This design comes from an exercise in tuning for small area on the open sky130 flow, not from production work.
RTL that was checked went through simulation tests only; none was proved equivalent to the original.
The flow treats the clock pin as an ideal source. Dropping or thinning the clock tree relies on that and would not hold on a real chip.

Setup of oak:
==> flow/design.v <==
`timescale 1ns / 1ps
module MultTop_seq(input wire clk, input wire reset, input wire m_enable,
                   input wire [7:0] a, input wire [7:0] b,
                   output wire [3:0] an, output wire [7:0] seg);
    reg  [3:0]  mc;
    reg         rv;       
    reg  [7:0]  ar;       
    reg  [15:0] p;        
    wire m_idle = (mc == 4'd0);
    wire m_done = (mc == 4'd5);
    wire m_first = (mc == 4'd1);
    wire [7:0] addend = ar & {8{p[0]}};
    wire [8:0] cy;
    wire [7:0] sm;
    assign cy[0] = 1'b0;
    genvar gi;
    generate for (gi = 0; gi < 8; gi = gi + 1) begin : rca
        assign sm[gi] = p[8+gi] ^ addend[gi] ^ cy[gi];
        assign cy[gi+1] = (p[8+gi] & addend[gi]) | (cy[gi] & (p[8+gi] ^ addend[gi]));
    end endgenerate
    wire [8:0] sum = {cy[8], sm};
    reg  [1:0]  ph;
    reg  [3:0]  ix;
    wire ph_a = (ph == 2'd1);
    wire ph_s = (ph == 2'd3);
    wire ix0 = (ix == 4'd0);
    wire ix15 = (ix == 4'd15);
    reg  [15:0] cp;       
    reg  [15:0] l;        
    wire c_idle = ~ph[0];
    reg         cz;       
    wire diff = cz ? (p != 16'd0) : (p != cp);
    wire cp_load = m_idle & rv & diff & (c_idle | (m_enable & ph_s & ix15));
    wire start = c_idle & rv & (m_first | diff);
    wire step = ph_s;
    wire clr = reset | (ph_s & ix0);
    wire sbit = cp[~ix] & ~reset;
    wire [15:0] li = clr ? 16'd0 : l;
    function [3:0] add3(input [3:0] d);
        add3 = {d[3] | (d[2] & (d[1] | d[0])),
                (d[3] & d[0]) | (d[2] & ~d[1] & ~d[0]),
                (d[3] & ~d[0]) | (~d[2] & d[1]) | (d[1] & d[0]),
                (d[3] & ~d[0]) | (~d[3] & ~d[2] & d[0]) | (d[2] & d[1] & ~d[0])};
    endfunction
    wire [15:0] la = {add3(li[15:12]), add3(li[11:8]), add3(li[7:4]), add3(li[3:0])};
    always @(posedge clk) begin
        if (reset) mc <= 4'd0;
        else if (m_idle) mc <= {3'd0, m_enable};
        else if (m_done) mc <= 4'd0;
        else mc <= {mc[2:0], mc[3] ^ mc[2] ^ ~|mc[2:0]};
    end
    always @(posedge clk) begin
        if (reset) rv <= 1'b0;
        else if (m_done) rv <= 1'b1;
        else if (m_first) rv <= 1'b0;
        else if (m_idle & m_enable) rv <= rv & diff & ph_s & ix15;
    end
    always @(posedge clk) begin
        if (m_idle) begin
            ar <= a;
            if (m_enable) p <= {8'd0, b};
        end else if (!m_done) begin
            p <= {sum, p[7:1]};
        end
    end
    always @(posedge clk) begin
        if (reset) ph <= 2'd0;
        else if (c_idle) ph <= {1'b0, start};
        else if (ix15) ph <= {1'b1, ~ph[1]};
        ix <= ph[0] ? ix + 4'd1 : 4'd0;
    end
    always @(posedge clk) begin
        if (cp_load) cp <= p;
        if (reset) cz <= 1'b1;
        else if (cp_load) cz <= 1'b0;
    end
    always @(posedge clk) begin
        if (step | reset) l <= {la[14:0], sbit};
    end
    reg [9:0] lo;
    reg [1:0] sel;
    reg       q;
    wire z9 = ~|lo[8:0];
    wire lend = lo[9] & z9;
    always @(posedge clk or posedge reset) begin
        if (reset) lo <= 10'd0;
        else lo <= {lo[8:0], lo[9] ^ lo[6] ^ z9};
    end
    wire sw = q | (lend & ~(&sel));
    wire [1:0] sel_n = reset ? 2'd0 : sel + {1'b0, sw};
    always @(posedge clk) begin
        sel <= sel_n;
        q <= lend & (&sel);
    end
    reg [3:0] d;
    reg [3:0] sv;
    wire capm = ph_a & ~ix0;
    wire holdm = ph[1];
    wire [1:0] idx = sel + {1'b0, sw | capm};
    reg [3:0] mx;
    always @(*) begin
        case (idx)
            2'd0: mx = l[3:0];
            2'd1: mx = l[7:4];
            2'd2: mx = l[11:8];
            default: mx = l[15:12];
        endcase
    end
    always @(posedge clk) begin
        if (capm) sv <= mx;
        if (reset) d <= 4'd0;
        else if (holdm) begin
            if (sw) d <= sv;
        end else if (sw | ~capm) d <= mx;
    end
    function [7:0] segdec(input [3:0] v);
        reg p7;
        begin
            p7 = ~v[1] & ~v[3] & (v[2] ^ v[0]);
            segdec = {p7,
                      v[2] & (v[1] ^ v[0]),
                      v[1] & ~v[2] & ~v[0],
                      p7 | (v[2] & v[1] & v[0]),
                      v[0] | (v[2] & ~v[1]),
                      ~v[3] & ((v[1] & v[0]) | (~v[2] & (v[1] | v[0]))),
                      ~v[3] & (v[2] ? (v[1] & v[0]) : ~v[1]),
                      ~(v[3] & (v[2] | v[1]))};
        end
    endfunction
    assign seg = segdec(d);
    assign an = ~(4'd1 << sel);
endmodule
export LEC_CHECK = 0
export CAP_MARGIN = 20
export CORE_MARGIN = 2
export CORE_UTILIZATION = 70
export PLACE_DENSITY = 0.85
export SLEW_MARGIN = 20
create_clock -name core_clock -period 10.0 [get_ports {clk}]
standard.sh (not shown) runs the stock make flow with config.mk's settings and CLKGATE_MAP_FILE= SYNTH_SCRIPT=/design/flow/synth_recipe.tcl, a recipe that flattens the netlist after the stock synthesis.
==> flow/flow/run.sh <==
#!/bin/bash
set -euo pipefail
W=$PWD
{ head -n 1 synth_recipe.tcl; cat flow/abc_override.tcl; tail -n +2 synth_recipe.tcl; } > my_synth.tcl
sed "s#SYNTH_SCRIPT=[^ ]*#SYNTH_SCRIPT=$W/my_synth.tcl#" standard.sh > my_standard.sh
grep -q "SYNTH_SCRIPT=$W/my_synth.tcl" my_standard.sh
export MY_ABC_SCRIPT=$W/flow/area.abc
export BUFFER_PORTS_ARGS="-buffer_cell sky130_fd_sc_hd__buf_1"
export PRE_CTS_TCL=$W/flow/pre_cts.tcl
export MY_NBUF=8
export MY_BUFCELL=sky130_fd_sc_hd__inv_4
export MY_ROOT=sky130_fd_sc_hd__inv_2
bash my_standard.sh > standard.log 2>&1
Other scripts of this flow, unchanged in this note and not shown: flow/flow/abc_override.tcl, flow/flow/area.abc, flow/flow/pre_cts.tcl
### oak -> pine
diff --git a/flow/design.v b/flow/design.v
--- a/flow/design.v
+++ b/flow/design.v
@@ -29,9 +29,10 @@
     reg  [15:0] l;        
     wire c_idle = ~ph[0];
     reg         cz;       
     wire diff = cz ? (p != 16'd0) : (p != cp);
-    wire cp_load = m_idle & rv & diff & (c_idle | (m_enable & ph_s & ix15));
+    wire cp_take = m_idle & rv & (c_idle | (m_enable & ph_s & ix15));
+    wire cp_load = cp_take & diff;
     wire start = c_idle & rv & (m_first | diff);
     wire step = ph_s;
     wire clr = reset | (ph_s & ix0);
     wire sbit = cp[~ix] & ~reset;
@@ -69,9 +70,10 @@
         else if (ix15) ph <= {1'b1, ~ph[1]};
         ix <= ph[0] ? ix + 4'd1 : 4'd0;
     end
     always @(posedge clk) begin
-        if (cp_load) cp <= p;
+        if (cp_load) cp[15:8] <= p[15:8];
+        if (cp_take) cp[7:0] <= p[7:0];
         if (reset) cz <= 1'b1;
         else if (cp_load) cz <= 1'b0;
     end
     always @(posedge clk) begin
==> comparison <==
- Routed length on met2 was lower in pine than in oak.
- The run with more routed wire is oak, not pine.
- The lower number of global-route vias before repair of oak and pine is in pine.
- In the tables for oak and pine, die area reads higher with pine.
- Comparing oak with pine, the final hold slack came out essentially unchanged.
- | final standard cell utilization of the core | higher: pine |
- Between oak and pine, the flow reports post-detailed-placement cell area increasing slightly.
- pine vs oak on final period demand of the worst path: pine is the higher one.
No functional check of the RTL was part of pine. In every run of this note, the design's own scripts or RTL, not TritonCTS, make the clock network.

static timing again, ports no longer ideal:
The results above use ideal ports. As a check the final layouts listed here were re-extracted and re-timed, cells and wires unchanged.
Step 1: set_driving_cell puts a clkbuf_16 on clk and a buf_2 on each other input, an assumption about the parent block.
Step 2 moves the port delays by t, midway between the first and last clock arrival at a register: inputs arrive t later, outputs are due t later. That takes back most of the time a late clock gives input paths.
a / b / c = ideal ports / drivers / drivers and shift; a / b = the first two.
| run | t, ns | setup slack, ns | worst setup path after step 2 |
|---|---|---|---|
| oak | 0.372 | 6.176 / 6.182 / 5.810 | input to register |
| pine | 0.372 | 6.168 / 6.171 / 5.799 | input to register |
After both steps every run listed still meets setup and hold. The setup slack of pine, which loses most, moves by +0.003 ns with the drivers and by -0.369 ns with both steps.
